Background: an optimization exercise with open tools, aiming at small area, a short achievable clock period and few clock cycles per item. Do not read the settings as production practice.
In this exercise RTL edits were held to simulation tests only and were not proved equivalent to the original.

===== flow/constraint.sdc =====
create_clock -name core_clock -period 10.0 [get_ports {clk}]
set_input_delay 2.0000 -clock core_clock [delete_from_list [all_inputs] [get_ports {clk}]]
set_output_delay 2.0000 -clock core_clock [all_outputs]
set_load 0.01 [all_outputs]

===== flow/config.mk =====
export PLATFORM = sky130hd
export DESIGN_NAME = SBGCDCtrl
export DESIGN_NICKNAME = SBGCDCtrl
export VERILOG_FILES = /design/flow/design.v
export SDC_FILE = /design/flow/constraint.sdc
export NUM_CORES = 4
export LEC_CHECK = 0
export CAP_MARGIN = 20
export CORE_MARGIN = 2
export CORE_UTILIZATION = 40
export SLEW_MARGIN = 20

===== flow/run.sh =====
#!/bin/bash
# synth_recipe.tcl (not shown) runs the flow's synth.tcl, then flattens the netlist and writes it again
# the make line also repeats each setting of config.mk as NAME=value (left out here)
make -C /OpenROAD-flow-scripts/flow DESIGN_CONFIG=/design/flow/config.mk WORK_HOME=/design/flow/orfs CLKGATE_MAP_FILE= SYNTH_SCRIPT=/design/flow/synth_recipe.tcl finish

===== flow/design.v =====
`timescale 1ns/1ps
module SBGCDCtrl (
  input      [31:0]   io_sb_SBaddress,
  input               io_sb_SBvalid,
  input      [31:0]   io_sb_SBwdata,
  input               io_sb_SBwrite,
  input      [3:0]    io_sb_SBsize,
  output              io_sb_SBready,
  output     [31:0]   io_sb_SBrdata,
  input               io_sel,
  output              io_irq,
  input               clk,
  input               reset
);
  wire                gcdCtrl_1_io_ready;
  wire       [31:0]   gcdCtrl_1_io_res;
  wire                busCtrl_io_ready;
  wire       [0:0]    _zz_sbDataOutputReg;
  reg        [31:0]   regA;
  reg        [31:0]   regB;
  reg        [31:0]   regResBuf;
  reg                 regValid;
  reg                 regReadyBuf;
  reg        [31:0]   sbDataOutputReg;
  wire                mmioRegLogic_read;
  wire                mmioRegLogic_write;
  wire       [7:0]    mmioRegLogic_addr;
  wire                when_SBGCDCtrl_l31;
  wire                when_SBGCDCtrl_l34;
  wire                when_SBGCDCtrl_l37;
  wire                when_SBGCDCtrl_l39;
  wire                when_SBGCDCtrl_l41;
  wire                when_SBGCDCtrl_l46;
  wire                when_SBGCDCtrl_l48;
  wire                when_SBGCDCtrl_l50;
  wire                when_SBGCDCtrl_l54;
  assign _zz_sbDataOutputReg = regReadyBuf;
  GCDTop gcdCtrl_1 (
    .io_valid (regValid              ),  
    .io_ready (gcdCtrl_1_io_ready    ),  
    .io_a     (regA[31:0]            ),  
    .io_b     (regB[31:0]            ),  
    .io_res   (gcdCtrl_1_io_res[31:0]),  
    .clk      (clk                   ),  
    .reset    (reset                 )   
  );
  SimpleBusSlaveController busCtrl (
    .io_valid  (io_sb_SBvalid   ),  
    .io_ready  (busCtrl_io_ready),  
    .io_select (io_sel          ),  
    .clk       (clk             ),  
    .reset     (reset           )   
  );
  assign mmioRegLogic_read = ((io_sb_SBvalid && io_sel) && (! io_sb_SBwrite));
  assign mmioRegLogic_write = ((io_sb_SBvalid && io_sel) && io_sb_SBwrite);
  assign mmioRegLogic_addr = io_sb_SBaddress[7 : 0];
  assign when_SBGCDCtrl_l31 = (mmioRegLogic_addr == 8'h00);
  assign when_SBGCDCtrl_l34 = (mmioRegLogic_addr == 8'h04);
  assign when_SBGCDCtrl_l37 = (mmioRegLogic_addr == 8'h08);
  assign when_SBGCDCtrl_l39 = (mmioRegLogic_addr == 8'h0c);
  assign when_SBGCDCtrl_l41 = (mmioRegLogic_addr == 8'h10);
  assign when_SBGCDCtrl_l46 = (mmioRegLogic_addr == 8'h00);
  assign when_SBGCDCtrl_l48 = (mmioRegLogic_addr == 8'h04);
  assign when_SBGCDCtrl_l50 = (mmioRegLogic_addr == 8'h08);
  assign when_SBGCDCtrl_l54 = (mmioRegLogic_addr == 8'h0c);
  assign io_sb_SBready = busCtrl_io_ready;
  assign io_sb_SBrdata = sbDataOutputReg;
  assign io_irq = regReadyBuf;
  always @(posedge clk or posedge reset) begin
    if(reset) begin
      regA <= 32'h00000000;
      regB <= 32'h00000000;
      regResBuf <= 32'h00000000;
      regValid <= 1'b0;
      regReadyBuf <= 1'b0;
      sbDataOutputReg <= 32'h00000000;
    end else begin
      if(gcdCtrl_1_io_ready) begin
        regResBuf <= gcdCtrl_1_io_res;
      end
      regValid <= 1'b0;
      if(gcdCtrl_1_io_ready) begin
        regReadyBuf <= gcdCtrl_1_io_ready;
      end
      sbDataOutputReg <= 32'h00000000;
      if(mmioRegLogic_write) begin
        if(when_SBGCDCtrl_l31) begin
          regA <= io_sb_SBwdata;
          regResBuf <= 32'h00000000;
        end else begin
          if(when_SBGCDCtrl_l34) begin
            regB <= io_sb_SBwdata;
            regResBuf <= 32'h00000000;
          end else begin
            if(!when_SBGCDCtrl_l37) begin
              if(!when_SBGCDCtrl_l39) begin
                if(when_SBGCDCtrl_l41) begin
                  regValid <= (io_sb_SBwdata == 32'h00000001);
                  regResBuf <= 32'h00000000;
                end
              end
            end
          end
        end
      end else begin
        if(mmioRegLogic_read) begin
          if(when_SBGCDCtrl_l46) begin
            sbDataOutputReg <= regA;
          end else begin
            if(when_SBGCDCtrl_l48) begin
              sbDataOutputReg <= regB;
            end else begin
              if(when_SBGCDCtrl_l50) begin
                sbDataOutputReg <= regResBuf;
                regReadyBuf <= 1'b0;
              end else begin
                if(when_SBGCDCtrl_l54) begin
                  sbDataOutputReg <= {31'd0, _zz_sbDataOutputReg};
                end
              end
            end
          end
        end
      end
    end
  end
endmodule
module SimpleBusSlaveController (
  input               io_valid,
  output              io_ready,
  input               io_select,
  input               clk,
  input               reset
);
  localparam busStateMachine_enumDef_BOOT = 2'd0;
  localparam busStateMachine_enumDef_idle = 2'd1;
  localparam busStateMachine_enumDef_handleRequest = 2'd2;
  wire                busStateMachine_wantExit;
  reg                 busStateMachine_wantStart;
  wire                busStateMachine_wantKill;
  reg                 busStateMachine_readyFlag;
  reg        [1:0]    busStateMachine_stateReg;
  reg        [1:0]    busStateMachine_stateNext;
  reg                 io_valid_regNext;
  wire                when_SimpleBusSlaveController_l22;
  assign busStateMachine_wantExit = 1'b0;
  always @(*) begin
    busStateMachine_wantStart = 1'b0;
    case(busStateMachine_stateReg)
      busStateMachine_enumDef_idle : begin
      end
      busStateMachine_enumDef_handleRequest : begin
      end
      default : begin
        busStateMachine_wantStart = 1'b1;
      end
    endcase
  end
  assign busStateMachine_wantKill = 1'b0;
  assign io_ready = busStateMachine_readyFlag;
  always @(*) begin
    busStateMachine_stateNext = busStateMachine_stateReg;
    case(busStateMachine_stateReg)
      busStateMachine_enumDef_idle : begin
        if(when_SimpleBusSlaveController_l22) begin
          busStateMachine_stateNext = busStateMachine_enumDef_handleRequest;
        end
      end
      busStateMachine_enumDef_handleRequest : begin
        busStateMachine_stateNext = busStateMachine_enumDef_idle;
      end
      default : begin
      end
    endcase
    if(busStateMachine_wantStart) begin
      busStateMachine_stateNext = busStateMachine_enumDef_idle;
    end
    if(busStateMachine_wantKill) begin
      busStateMachine_stateNext = busStateMachine_enumDef_BOOT;
    end
  end
  assign when_SimpleBusSlaveController_l22 = (io_select && (io_valid && (! io_valid_regNext)));
  always @(posedge clk or posedge reset) begin
    if(reset) begin
      busStateMachine_readyFlag <= 1'b0;
      busStateMachine_stateReg <= busStateMachine_enumDef_BOOT;
    end else begin
      busStateMachine_stateReg <= busStateMachine_stateNext;
      case(busStateMachine_stateReg)
        busStateMachine_enumDef_idle : begin
          if(when_SimpleBusSlaveController_l22) begin
            busStateMachine_readyFlag <= 1'b1;
          end
        end
        busStateMachine_enumDef_handleRequest : begin
          busStateMachine_readyFlag <= 1'b0;
        end
        default : begin
        end
      endcase
    end
  end
  always @(posedge clk) begin
    io_valid_regNext <= io_valid;
  end
endmodule
module GCDTop (
  input               io_valid,
  output              io_ready,
  input      [31:0]   io_a,
  input      [31:0]   io_b,
  output     [31:0]   io_res,
  input               clk,
  input               reset
);
  wire                gcdCtr_io_ready;
  wire                gcdCtr_io_dataCtrl_loadA;
  wire                gcdCtr_io_dataCtrl_loadB;
  wire                gcdCtr_io_dataCtrl_selL;
  wire                gcdCtr_io_dataCtrl_selR;
  wire                gcdCtr_io_dataCtrl_init;
  wire       [31:0]   gcdDat_io_res;
  wire                gcdDat_io_dataCtrl_cmpAgtB;
  wire                gcdDat_io_dataCtrl_cmpAltB;
  GCDCtrl gcdCtr (
    .io_valid            (io_valid                  ),  
    .io_ready            (gcdCtr_io_ready           ),  
    .io_dataCtrl_cmpAgtB (gcdDat_io_dataCtrl_cmpAgtB),  
    .io_dataCtrl_cmpAltB (gcdDat_io_dataCtrl_cmpAltB),  
    .io_dataCtrl_loadA   (gcdCtr_io_dataCtrl_loadA  ),  
    .io_dataCtrl_loadB   (gcdCtr_io_dataCtrl_loadB  ),  
    .io_dataCtrl_init    (gcdCtr_io_dataCtrl_init   ),  
    .io_dataCtrl_selL    (gcdCtr_io_dataCtrl_selL   ),  
    .io_dataCtrl_selR    (gcdCtr_io_dataCtrl_selR   ),  
    .clk                 (clk                       ),  
    .reset               (reset                     )   
  );
  GCDData gcdDat (
    .io_a                (io_a[31:0]                ),  
    .io_b                (io_b[31:0]                ),  
    .io_res              (gcdDat_io_res[31:0]       ),  
    .io_dataCtrl_cmpAgtB (gcdDat_io_dataCtrl_cmpAgtB),  
    .io_dataCtrl_cmpAltB (gcdDat_io_dataCtrl_cmpAltB),  
    .io_dataCtrl_loadA   (gcdCtr_io_dataCtrl_loadA  ),  
    .io_dataCtrl_loadB   (gcdCtr_io_dataCtrl_loadB  ),  
    .io_dataCtrl_init    (gcdCtr_io_dataCtrl_init   ),  
    .io_dataCtrl_selL    (gcdCtr_io_dataCtrl_selL   ),  
    .io_dataCtrl_selR    (gcdCtr_io_dataCtrl_selR   ),  
    .clk                 (clk                       ),  
    .reset               (reset                     )   
  );
  assign io_ready = gcdCtr_io_ready;
  assign io_res = gcdDat_io_res;
endmodule
module GCDData (
  input      [31:0]   io_a,
  input      [31:0]   io_b,
  output     [31:0]   io_res,
  output              io_dataCtrl_cmpAgtB,
  output              io_dataCtrl_cmpAltB,
  input               io_dataCtrl_loadA,
  input               io_dataCtrl_loadB,
  input               io_dataCtrl_init,
  input               io_dataCtrl_selL,
  input               io_dataCtrl_selR,
  input               clk,
  input               reset
);
  reg        [31:0]   regA;
  reg        [31:0]   regB;
  wire                xGTy;
  wire                xLTy;
  wire       [31:0]   chX;
  wire       [31:0]   chY;
  wire       [31:0]   subXY;
  assign xGTy = (regB < regA);
  assign xLTy = (regA < regB);
  assign chX = (io_dataCtrl_selL ? regB : regA);
  assign chY = (io_dataCtrl_selR ? regB : regA);
  assign subXY = (chX - chY);
  assign io_dataCtrl_cmpAgtB = xGTy;
  assign io_dataCtrl_cmpAltB = xLTy;
  assign io_res = regA;
  always @(posedge clk or posedge reset) begin
    if(reset) begin
      regA <= 32'h00000000;
      regB <= 32'h00000000;
    end else begin
      if(io_dataCtrl_init) begin
        regA <= io_a;
        regB <= io_b;
      end
      if(io_dataCtrl_loadA) begin
        regA <= subXY;
      end
      if(io_dataCtrl_loadB) begin
        regB <= subXY;
      end
    end
  end
endmodule
module GCDCtrl (
  input               io_valid,
  output reg          io_ready,
  input               io_dataCtrl_cmpAgtB,
  input               io_dataCtrl_cmpAltB,
  output reg          io_dataCtrl_loadA,
  output reg          io_dataCtrl_loadB,
  output reg          io_dataCtrl_init,
  output reg          io_dataCtrl_selL,
  output reg          io_dataCtrl_selR,
  input               clk,
  input               reset
);
  localparam fsm_enumDef_BOOT = 3'd0;
  localparam fsm_enumDef_idle = 3'd1;
  localparam fsm_enumDef_calculate = 3'd2;
  localparam fsm_enumDef_calcA = 3'd3;
  localparam fsm_enumDef_calcB = 3'd4;
  localparam fsm_enumDef_calcDone = 3'd5;
  wire                fsm_wantExit;
  reg                 fsm_wantStart;
  wire                fsm_wantKill;
  reg        [2:0]    fsm_stateReg;
  reg        [2:0]    fsm_stateNext;
  wire                when_GCDCtrl_l37;
  assign fsm_wantExit = 1'b0;
  always @(*) begin
    fsm_wantStart = 1'b0;
    case(fsm_stateReg)
      fsm_enumDef_idle : begin
      end
      fsm_enumDef_calculate : begin
      end
      fsm_enumDef_calcA : begin
      end
      fsm_enumDef_calcB : begin
      end
      fsm_enumDef_calcDone : begin
      end
      default : begin
        fsm_wantStart = 1'b1;
      end
    endcase
  end
  assign fsm_wantKill = 1'b0;
  always @(*) begin
    io_dataCtrl_loadA = 1'b0;
    case(fsm_stateReg)
      fsm_enumDef_idle : begin
      end
      fsm_enumDef_calculate : begin
      end
      fsm_enumDef_calcA : begin
        io_dataCtrl_loadA = 1'b1;
      end
      fsm_enumDef_calcB : begin
      end
      fsm_enumDef_calcDone : begin
      end
      default : begin
      end
    endcase
  end
  always @(*) begin
    io_dataCtrl_loadB = 1'b0;
    case(fsm_stateReg)
      fsm_enumDef_idle : begin
      end
      fsm_enumDef_calculate : begin
      end
      fsm_enumDef_calcA : begin
      end
      fsm_enumDef_calcB : begin
        io_dataCtrl_loadB = 1'b1;
      end
      fsm_enumDef_calcDone : begin
      end
      default : begin
      end
    endcase
  end
  always @(*) begin
    io_dataCtrl_init = 1'b0;
    case(fsm_stateReg)
      fsm_enumDef_idle : begin
        if(io_valid) begin
          io_dataCtrl_init = 1'b1;
        end
      end
      fsm_enumDef_calculate : begin
      end
      fsm_enumDef_calcA : begin
      end
      fsm_enumDef_calcB : begin
      end
      fsm_enumDef_calcDone : begin
      end
      default : begin
      end
    endcase
  end
  always @(*) begin
    io_dataCtrl_selL = 1'b0;
    case(fsm_stateReg)
      fsm_enumDef_idle : begin
      end
      fsm_enumDef_calculate : begin
      end
      fsm_enumDef_calcA : begin
      end
      fsm_enumDef_calcB : begin
        io_dataCtrl_selL = 1'b1;
      end
      fsm_enumDef_calcDone : begin
      end
      default : begin
      end
    endcase
  end
  always @(*) begin
    io_dataCtrl_selR = 1'b0;
    case(fsm_stateReg)
      fsm_enumDef_idle : begin
      end
      fsm_enumDef_calculate : begin
      end
      fsm_enumDef_calcA : begin
        io_dataCtrl_selR = 1'b1;
      end
      fsm_enumDef_calcB : begin
      end
      fsm_enumDef_calcDone : begin
      end
      default : begin
      end
    endcase
  end
  always @(*) begin
    io_ready = 1'b0;
    case(fsm_stateReg)
      fsm_enumDef_idle : begin
      end
      fsm_enumDef_calculate : begin
      end
      fsm_enumDef_calcA : begin
      end
      fsm_enumDef_calcB : begin
      end
      fsm_enumDef_calcDone : begin
        io_ready = 1'b1;
      end
      default : begin
      end
    endcase
  end
  always @(*) begin
    fsm_stateNext = fsm_stateReg;
    case(fsm_stateReg)
      fsm_enumDef_idle : begin
        if(io_valid) begin
          fsm_stateNext = fsm_enumDef_calculate;
        end
      end
      fsm_enumDef_calculate : begin
        if(io_dataCtrl_cmpAgtB) begin
          fsm_stateNext = fsm_enumDef_calcA;
        end else begin
          if(io_dataCtrl_cmpAltB) begin
            fsm_stateNext = fsm_enumDef_calcB;
          end else begin
            if(when_GCDCtrl_l37) begin
              fsm_stateNext = fsm_enumDef_calcDone;
            end
          end
        end
      end
      fsm_enumDef_calcA : begin
        fsm_stateNext = fsm_enumDef_calculate;
      end
      fsm_enumDef_calcB : begin
        fsm_stateNext = fsm_enumDef_calculate;
      end
      fsm_enumDef_calcDone : begin
        fsm_stateNext = fsm_enumDef_idle;
      end
      default : begin
      end
    endcase
    if(fsm_wantStart) begin
      fsm_stateNext = fsm_enumDef_idle;
    end
    if(fsm_wantKill) begin
      fsm_stateNext = fsm_enumDef_BOOT;
    end
  end
  assign when_GCDCtrl_l37 = ((! io_dataCtrl_cmpAgtB) && (! io_dataCtrl_cmpAgtB));
  always @(posedge clk or posedge reset) begin
    if(reset) begin
      fsm_stateReg <= fsm_enumDef_BOOT;
    end else begin
      fsm_stateReg <= fsm_stateNext;
    end
  end
endmodule

==> results of run 1 <==
## registers in the layout (all words and copies together) (netlist names), 2 cells and up
signal and flops:
sbDataOutputReg 32, busCtrl.busStateMachine_stateReg 2, gcdCtrl_1.gcdDat.regB 32, gcdCtrl_1.gcdCtr.fsm_stateReg 3
gcdCtrl_1.gcdDat.regA 32, regA 32, regB 32, regResBuf 32
## critical path, cell delays in order, from the launching register on
cell and delay [ns]:
dfrtp_1 0.39, inv_1 0.12, nor2_1 0.15, nand2_1 0.69
o21ai_0 0.45, ha_1 0.19, inv_1 0.07, fa_1 0.49
a211oi_2 0.28, o21ai_2 0.12, o2111a_2 0.29, o21ai_2 0.26
o21ai_2 0.14, a211oi_2 0.29, o31a_1 0.22, xor2_1 0.27
o21ai_1 0.09
## cell type report
cell class                      count  area, um2  share of cell area
Clock inverter                      7       96.3             0.00735
Timing Repair Buffer               92        881              0.0672
Inverter                           47        184              0.0140
Sequential cell                   201       5020               0.383
Multi-Input combinational cell    901       5780               0.441
Clock buffer                       34        667              0.0509
Tap cell                          378        473              0.0361
## cells by family (layout without fill, tap and decap cells)
| family | after synthesis | in the layout | synth area share |
|---|---|---|---|
| mux | 97 | 97 | 0.0936 |
| fa+ha+maj | 64 | 64 | 0.0719 |
| xor+xnor | 29 | 29 | 0.0226 |
| flops | 201 | 201 | 0.447 |
| simple gates | 369 | 369 | 0.140 |
| compound gates | 342 | 342 | 0.185 |
| buf+inv | 117 | 180 | 0.0398 |
## metal layers
metal | up-vias | track usage | wire (um)
met1 | 4421 | 0.298 | 14500
met4 | 0 | 0.0553 | 661
met5 | - | 0 | 0
met3 | 45 | 0.0214 | 1410
li1 | 4414 | - | -
met2 | 201 | 0.341 | 13800
## synth_stat cells, types with 13 or more instances
cell | instances | area [um2]
nand2_1 | 173 | 649
dfrtp_1 | 200 | 5000
a21o_1 | 13 | 97.6
ha_1 | 63 | 788
xor2_1 | 13 | 114
xnor2_1 | 16 | 140
a22oi_1 | 53 | 398
o21ai_0 | 76 | 380
inv_1 | 47 | 176
clkbuf_1 | 55 | 206
mux2i_1 | 33 | 330
nand3_1 | 16 | 80.1
a21oi_1 | 134 | 671
nor2_1 | 115 | 432
mux2_2 | 64 | 721
## worst max path at each step
stage / to / slack (ns) / cells past startpoint
2_1_floorplan: busCtrl.busStateMachine_readyFlag / 2.55 / 1
4_1_cts: gcdCtrl_1.gcdDat.regA[24] / 5.38 / 16
6_report: gcdCtrl_1.gcdDat.regA[24] / 5.33 / 16
3_5_place_dp: regResBuf[13] / 5.33 / 7
3_3_place_gp: regResBuf[19] / 5.35 / 7
5_1_grt: gcdCtrl_1.gcdDat.regA[24] / 5.02 / 16
==> impl_results.md, run 1 <==
* Cts hold-fix bufs at 0
* Initial Utilization at 0.406
* Vias per cell at between 5 and 6
* CTS Sinks at 201
* IO Pins at approximately 110
* DRT iter0 DRCs at 603
* Ys async rst share at 0.995
* Final core utilization at 0.473
* Via count at between 9000 and 10000
* Mapped Area at approximately 0.011 mm2
* Initial antenna violation count at 0
* Hold WC Path Type: flip-flop to flip-flop
* Pin count of the biggest net entering global routing at about 130
* Clock buffer depth at 3
* Count of different cell masters after synthesis at between 50 and 60
* Worst-path fanout max at 22
* Crit start category: flip-flop
* Core area at between 0.02 and 0.03 mm2
* Least-Margin Pin Slew at about 1.1 ns
* Post-route cell area at about 0.013 mm2
* Detail Placement HPWL at slightly above 20 mm
* Total GRT Usage at 0.209
* Placed insts at around 1600
* Die area at a little under 0.03 mm2
* H-tree Lvls at 1
* Placement Cell Area at ~0.012 mm2
* Maxcap violations at 0
* Detailed Route WL at 30.4 mm
* Final ANT Viol Nets at 0
* Seq/Total Area, Yosys at 0.447
* First drt pass iteration count at 5
* Root buf cell: clkbuf_16
* #FFs+latches synth at around 200
* Vias in the first global route at ~9000
* Area grow syn2layout at 16.7%
* Status: timing/DRC/antenna clean
* CP required at 10.36 ns
* Ant. Diodes at 0
* Min Clock Period, post-route at 4.67 ns
* Fmax at ~0.21 GHz
* WL/cell at around 18 um
* Post-cts sizing count at 0
* DRC viols at 0
* FILL cells at between 2000 and 3000
* Reg2reg path depth at 16
* Synth Flop Type: dfrtp_1
* Grt ovf at 0
* RSZ-0062 raised after global routing: no
* Crit Path Category: flip-flop to flip-flop
* GP Congestion at slightly below 0.9
* Die width at ~170 um
* Final net count at ~1400
* Ratio of cells with drive above 1 in the final layout at 0.106
* Clock latency (worst-skew pair) at 0.51 ns
* # rows at between 60 and 70
* Crit path DAT at roughly 5.0 ns
* EDFF count, synth at 0
* Non-Filler Instances at ~1700
* Commonest non-fill, non-tap cell in the layout: dfrtp_1
* Max Transition Viols Final at 0
* Die Y at between 150 and 200 um
* Hold EP: busCtrl.busStateMachine_stateReg[0]
* Most frequent cells in the layout: dfrtp_1 (200), nand2_1 (173), a21oi_1 (134), nor2_1 (113), clkdlybuf4s50_1 (77)
* CTS tree: yes
* Clock-pin transition on the worst setup and hold timing paths at roughly 0.06 ns
* Count of final setup violators at 0
* Post-Syn Area per Cell at between 9 and 10 um2
* Hold path cells at 1
* Crit share post-route at 0.467
* Final worst setup slack at 5.33 ns
* Setup Skew at ~0.013 ns
* Post-CTS setup buffer count at 0
* Setup TNS at 0 ns
* HP Start: busCtrl.busStateMachine_stateReg[0]
* Final hold vios at 0
* Reg2Reg Launch Point: gcdCtrl_1.gcdCtr.fsm_stateReg[1]
* Final hold slack at just under 0.5 ns
* CTS Buf Count at 23
* CP endpoint kind: flip-flop
* Pre-CTS setup slack at around 5.3 ns
* First-pass GRT wire length at 48.6 mm
* Crit path from: gcdCtrl_1.gcdCtr.fsm_stateReg[1]
* Port Buf Inserts at 78
* R2R Path End: gcdCtrl_1.gcdDat.regA[24]
* Synth warnings at 4
* Mapped Nets at around 1400
* R2R setup slack at around 5.3 ns
* Slew headroom at 0.242
* Gate Count Post-Synth at 1219
Testbench counts, summed over its fixed seeds: cycles 212,358, items 2,400.
==> run 2, diff against run 1 <==
==> flow/design.v (replaced) <==
`timescale 1ns/1ps
module SBGCDCtrl (
  input      [31:0]   io_sb_SBaddress,
  input               io_sb_SBvalid,
  input      [31:0]   io_sb_SBwdata,
  input               io_sb_SBwrite,
  input      [3:0]    io_sb_SBsize,
  output              io_sb_SBready,
  output     [31:0]   io_sb_SBrdata,
  input               io_sel,
  output              io_irq,
  input               clk,
  input               reset
);
  wire        acc   = io_sb_SBvalid && io_sel;
  wire [7:0]  addr  = io_sb_SBaddress[7:0];
  wire        wr    = acc && io_sb_SBwrite;
  wire        rd    = acc && !io_sb_SBwrite;
  wire        wrA   = wr && (addr == 8'h00);
  wire        wrB   = wr && (addr == 8'h04);
  wire        wrGo  = wr && (addr == 8'h10);
  wire        start = wrGo && (io_sb_SBwdata == 32'h00000001);
  wire        rdRes = rd && (addr == 8'h08);
  reg  [31:0] regA;
  reg  [31:0] regB;
  reg         readyReg;
  reg         irqReg;
  reg         busy;      
  reg         resValid;  
  reg         reload;    
  reg         irqPrev;   
  reg         selA, selB, selR, selS;
  wire [31:0] nextA = wrA ? io_sb_SBwdata : regA;
  wire [31:0] nextB = wrB ? io_sb_SBwdata : regB;
  wire        load  = wrA || wrB || reload;
  reg  [31:0] x;
  reg  [31:0] y;
  function [4:0] ctz;
    input [31:0] v;
    integer i;
    begin
      ctz = 5'd0;
      for (i = 31; i >= 0; i = i - 1)
        if (v[i]) ctz = i;
    end
  endfunction
  wire        done  = (x == y);
  wire [31:0] xd    = x ^ y;
  wire [31:0] xy    = x | y;
  wire [31:0] low   = xy & (~xy + 32'd1);            
  wire        evenX = !(|(x & low));
  wire        evenY = !(|(y & low));
  wire [32:0] diff  = {1'b0, x} - {1'b0, y};
  wire        neg   = diff[32];
  wire [31:0] t     = evenX ? x : (evenY ? y : xd);
  wire [4:0]  kz    = ctz(t) - ctz(xy);
  wire [2:0]  k     = (kz > 5'd7) ? 3'd7 : kz[2:0];
  wire [31:0] above = ~(xd ^ (xd - 32'd1));
  wire [31:0] w     = evenX ? x : (evenY ? y : (diff[31:0] ^ ({32{neg}} & above)));
  wire [31:0] r     = w >> k;
  wire        updX  = !done && (evenX || (!evenY && !neg));
  wire        updY  = !done && !evenX && (evenY || neg);
  always @(posedge clk) begin
    if (load) begin
      x <= nextA;
      y <= nextB;
    end else begin
      if (updX) x <= r;
      if (updY) y <= r;
    end
  end
  always @(posedge clk or posedge reset) begin
    if (reset) begin
      regA     <= 32'h00000000;
      regB     <= 32'h00000000;
      readyReg <= 1'b0;
      irqReg   <= 1'b0;
      busy     <= 1'b0;
      resValid <= 1'b0;
      reload   <= 1'b1;
      irqPrev  <= 1'b0;
      selA     <= 1'b0;
      selB     <= 1'b0;
      selR     <= 1'b0;
      selS     <= 1'b0;
    end else begin
      regA     <= nextA;
      regB     <= nextB;
      reload   <= 1'b0;
      readyReg <= acc;
      irqPrev  <= irqReg;
      selA     <= rd && (addr == 8'h00);
      selB     <= rd && (addr == 8'h04);
      selR     <= rdRes && resValid;
      selS     <= rd && (addr == 8'h0c);
      if (start)
        busy <= 1'b1;
      else if (done)
        busy <= 1'b0;
      if (rdRes)
        irqReg <= 1'b0;
      else if (busy && done)
        irqReg <= 1'b1;
      if (wrA || wrB || wrGo)
        resValid <= 1'b0;
      else if (busy && done)
        resValid <= 1'b1;
    end
  end
  assign io_sb_SBready = readyReg;
  assign io_irq        = irqReg;
  assign io_sb_SBrdata = ({32{selA}} & regA) | ({32{selB}} & regB) |
                         ({32{selR}} & x) | {31'd0, selS & irqPrev};
endmodule
==> run 2 against run 1 <==
Clock skew rose by 0.0012 ns. Non-clock buffer count rose by 29. Critical path depth rose by 12. Still clean. Critical endpoint is now y[23]. Synthesized area rose by 25%. Synthesized cell count rose by 40%. Routed wire length rose by 85%. Utilization fell by 1.5 points. Sequential cell count fell by 63. Clock-buffer cell count fell by 15.
==> impl_results.md, run 2 <==
* Initial antenna violation count at 0 (unchanged)
* Mapped Nets at 1855 (+37%)
* Leading cell types by count after synthesis: nand2_1 (158), inv_1 (139), nor2_1 (116), a21oi_1 (92), clkbuf_1 (79)
* Commonest non-fill, non-tap cell in the layout: nand2_1
* RSZ-0062 raised after global routing: no
* Clock buffer depth at 2 (-1)
* GP Congestion at 0.979 (+13%)
* Min Clock Period, post-route at 8.81 ns (+4.15 ns)
* Crit Path Category: flip-flop to flip-flop
* CP required at 10.14 ns (-0.22 ns)
* Worst-path fanout max at 25 (+14%)
* First-pass GRT wire length at 84.9 mm (+75%)
* Port Buf Inserts at 78 (unchanged)
* Final hold vios at 0 (unchanged)
* Pin count of the biggest net entering global routing at 75 (-42%)
* Setup TNS at 0 ns (unchanged)
* Count of different cell masters after synthesis at 97 (+73%)
* Synth Flop Type: dfrtp_1
* Most frequent cells in the layout: nand2_1 (158), inv_1 (138), nor2_1 (115), a21oi_1 (92), clkdlybuf4s50_1 (78)
* Synth warnings at 1 (-3)
* Area grow syn2layout at 13.0%
* Setup Skew at 0.0139 ns (+0.00115 ns)
* First drt pass iteration count at 6 (+1)
* # rows at 68 (+11%)
* Core area at 0.0345 mm2 (+24%)
* Maxcap violations at 0 (unchanged)
* Status: timing/DRC/antenna clean
* Placement Cell Area at 0.0152 mm2 (+23%)
* Largest stage delay on the critical path at 0.67 ns (-0.02 ns)
* Seq/Total Area, Yosys at 0.270 (-0.177)
* Top cell type by total area after synthesis: edfxtp_1
* DRT iter0 DRCs at 1828 (+200%)
* Gate Count Post-Synth at 1712 (+40%)
* Crit path DAT at 8.95 ns (+3.93 ns)
* EDFF count, synth at 64 (+64)
* H-tree Lvls at 4 (+3)
* Via count at 14752 (+62%)
* Crit start category: flip-flop
* CTS Buf Count at 17 (-26%)
* Die Y at 191 um (+11%)
* Post-cts sizing count at 0 (unchanged)
* Grt ovf at 0 (unchanged)
* WL/cell at 25.4 um (+39%)
* Vias per cell at 6.66 (+22%)
* Max Transition Viols Final at 0 (unchanged)
* Mapped Area at 0.0140 mm2 (+25%)
* Post-CTS setup buffer count at 0 (unchanged)
* CP endpoint kind: flip-flop
* Initial Utilization at 0.406 (+0.000454)
* Family with the most delay on the worst path: simple AND/OR/NAND/NOR gates
* Detailed Route WL at 56.2 mm (+85%)
* Slew headroom at 0.324 (+0.0817)
* Cts hold-fix bufs at 0 (unchanged)
* Ratio of cells with drive above 1 in the final layout at 0.113 (+0.00698)
* Count of final setup violators at 0 (unchanged)
* Final ANT Viol Nets at 0 (unchanged)
* DRC viols at 0 (unchanged)
* Worst path bufs/invs at 3 (+1)
* Ant. Diodes at 0 (unchanged)
* Synth area leaders: edfxtp_1 (14%), dfrtp_1 (13%), ha_1 (6.1%), mux2_2 (6.0%), nand2_1 (4.2%)
* CTS tree: yes
* Clock latency (worst-skew pair) at 0.43 ns (-0.08 ns)
* IO Pins at 107 (unchanged)
* CTS Sinks at 138 (-31%)
* Count leader, synth: nand2_1
* Die width at 191 um (+11%)
* Total GRT Usage at 0.306 (+0.0962)
* Yosys top cell area share at 0.137 (-0.308)
* Least-Margin Pin Slew at 1.01 ns (-0.124 ns)
* Post-route cell area at 0.0158 mm2 (+21%)
* Post-Syn Area per Cell at 8.17 um2 (-11%)
* Clock-pin transition on the worst setup and hold timing paths at 0.07 ns (about the same)
* Slowest-stage cell, CP: or4_1
* Crit share post-route at 0.881 (+0.415)
* Root buf cell: clkbuf_16
* Hold WC Path Type: flip-flop to flip-flop
* Final net count at 1890 (+35%)
* #FFs+latches synth at 138 (-31%)
* Detail Placement HPWL at 44.1 mm (+120%)
* Vias in the first global route at 13736 (+55%)
* Die area at 0.0365 mm2 (+24%)
* Ys async rst share at 0.536 (-0.459)
* Fmax at 0.113 GHz (-47%)
run 2: cell count changes after synthesis, sizes merged, moves of 44 or more:
cell / delta
dfrtp: -127
a21oi: -44
nand3: +54
edfxtp: +64
inv: +92
run 2: area by class of cell:
type,instances,area (um2)
tap,455,569
clock buffer,19,464
multi-input combinational,1330,9280
inverter,139,522
fill,3409,18700
timing repair buffer,121,1100
clock inverter,13,95.1
sequential,138,3770
run 2: cell families after synthesis:
logic type	synth area share
other cells	0.000268
flops	0.270
xor+xnor	0.0188
simple gates	0.223
buf+inv	0.0710
mux	0.0912
fa+ha+maj	0.0637
compound gates	0.262
run 2: per-layer routing:
metal	wire length (um)	global-route usage	vias up
met4	1010	0.0626	0
met2	25800	0.496	768
met5	0	0	-
met1	24700	0.432	7314
met3	4810	0.0430	72
li1	-	-	6598
run 2: worst register-to-register path: cells and delay by family (launching register included):
kind,cells,cell delay [ns]
DFF,1,0.53
muxes,2,0.53
buffers and inverters,3,0.51
and+or+nand+nor,10,3.26
AOI/OAI and AO/OA,10,2.77
xor gates and xnor gates,1,0.30
adders and majority gates,2,0.65
run 2: final timing paths:
path                             start       end  slack (ns)  cells after the start
worst max-delay path             x[20]     y[23]        1.19                     28
max in group asynchronous        reset   regB[7]        7.20                      3
min in group asynchronous        reset  regB[31]        2.17                      3
worst min register to register  irqReg   irqPrev        0.48                      0
worst min-delay path            irqReg   irqPrev        0.48                      0
worst max register to register   x[20]     y[23]        1.19                     28
run 2: per-stage QoR:
step	hold slack (ns)	setup slack (ns)	util	std cells
after floorplan	0.435	3.23	-	1712
after global placement	0.469	1.48	0.442	2183
after detailed placement	0.477	1.47	0.442	2183
after CTS	0.490	1.41	0.459	2215
after global routing	0.505	0.802	0.459	2215
final	0.479	1.19	0.459	2215
Testbench counts of run 2, summed over its fixed seeds: cycles 34,242, items 2,400.

-- static timing again, ports no longer ideal --
The flow's constraints put no driver on any port. The routed layouts listed below were extracted and timed again, unchanged, in two steps.
Step 1: set_driving_cell puts a clkbuf_16 on clk and a buf_2 on each other input, an assumption about the parent block.
Step 2 moves the port delays by t, midway between the first and last clock arrival at a register: inputs arrive t later, outputs are due t later. That takes back most of the time a late clock gives input paths.
Slacks: ideal / step 1 / step 2; pairs: ideal / step 1.
| run | shift t [ns] | slack for setup (ns) | worst setup path after step 2 | worst slew at a driven data input, ns | cell pins on the clock port's net |
|---|---|---|---|---|---|
| run 1 | 0.551 | 5.335 / 5.335 / 5.333 | input to register | 0.04 | 1 |
| run 2 | 0.471 | 1.188 / 1.188 / 1.188 | register to register | 0.04 | 1 |
After both steps every run listed still meets setup and hold. For run 1, which loses most, drivers alone change the setup slack by 0.000 ns; drivers and shift together by -0.002 ns.
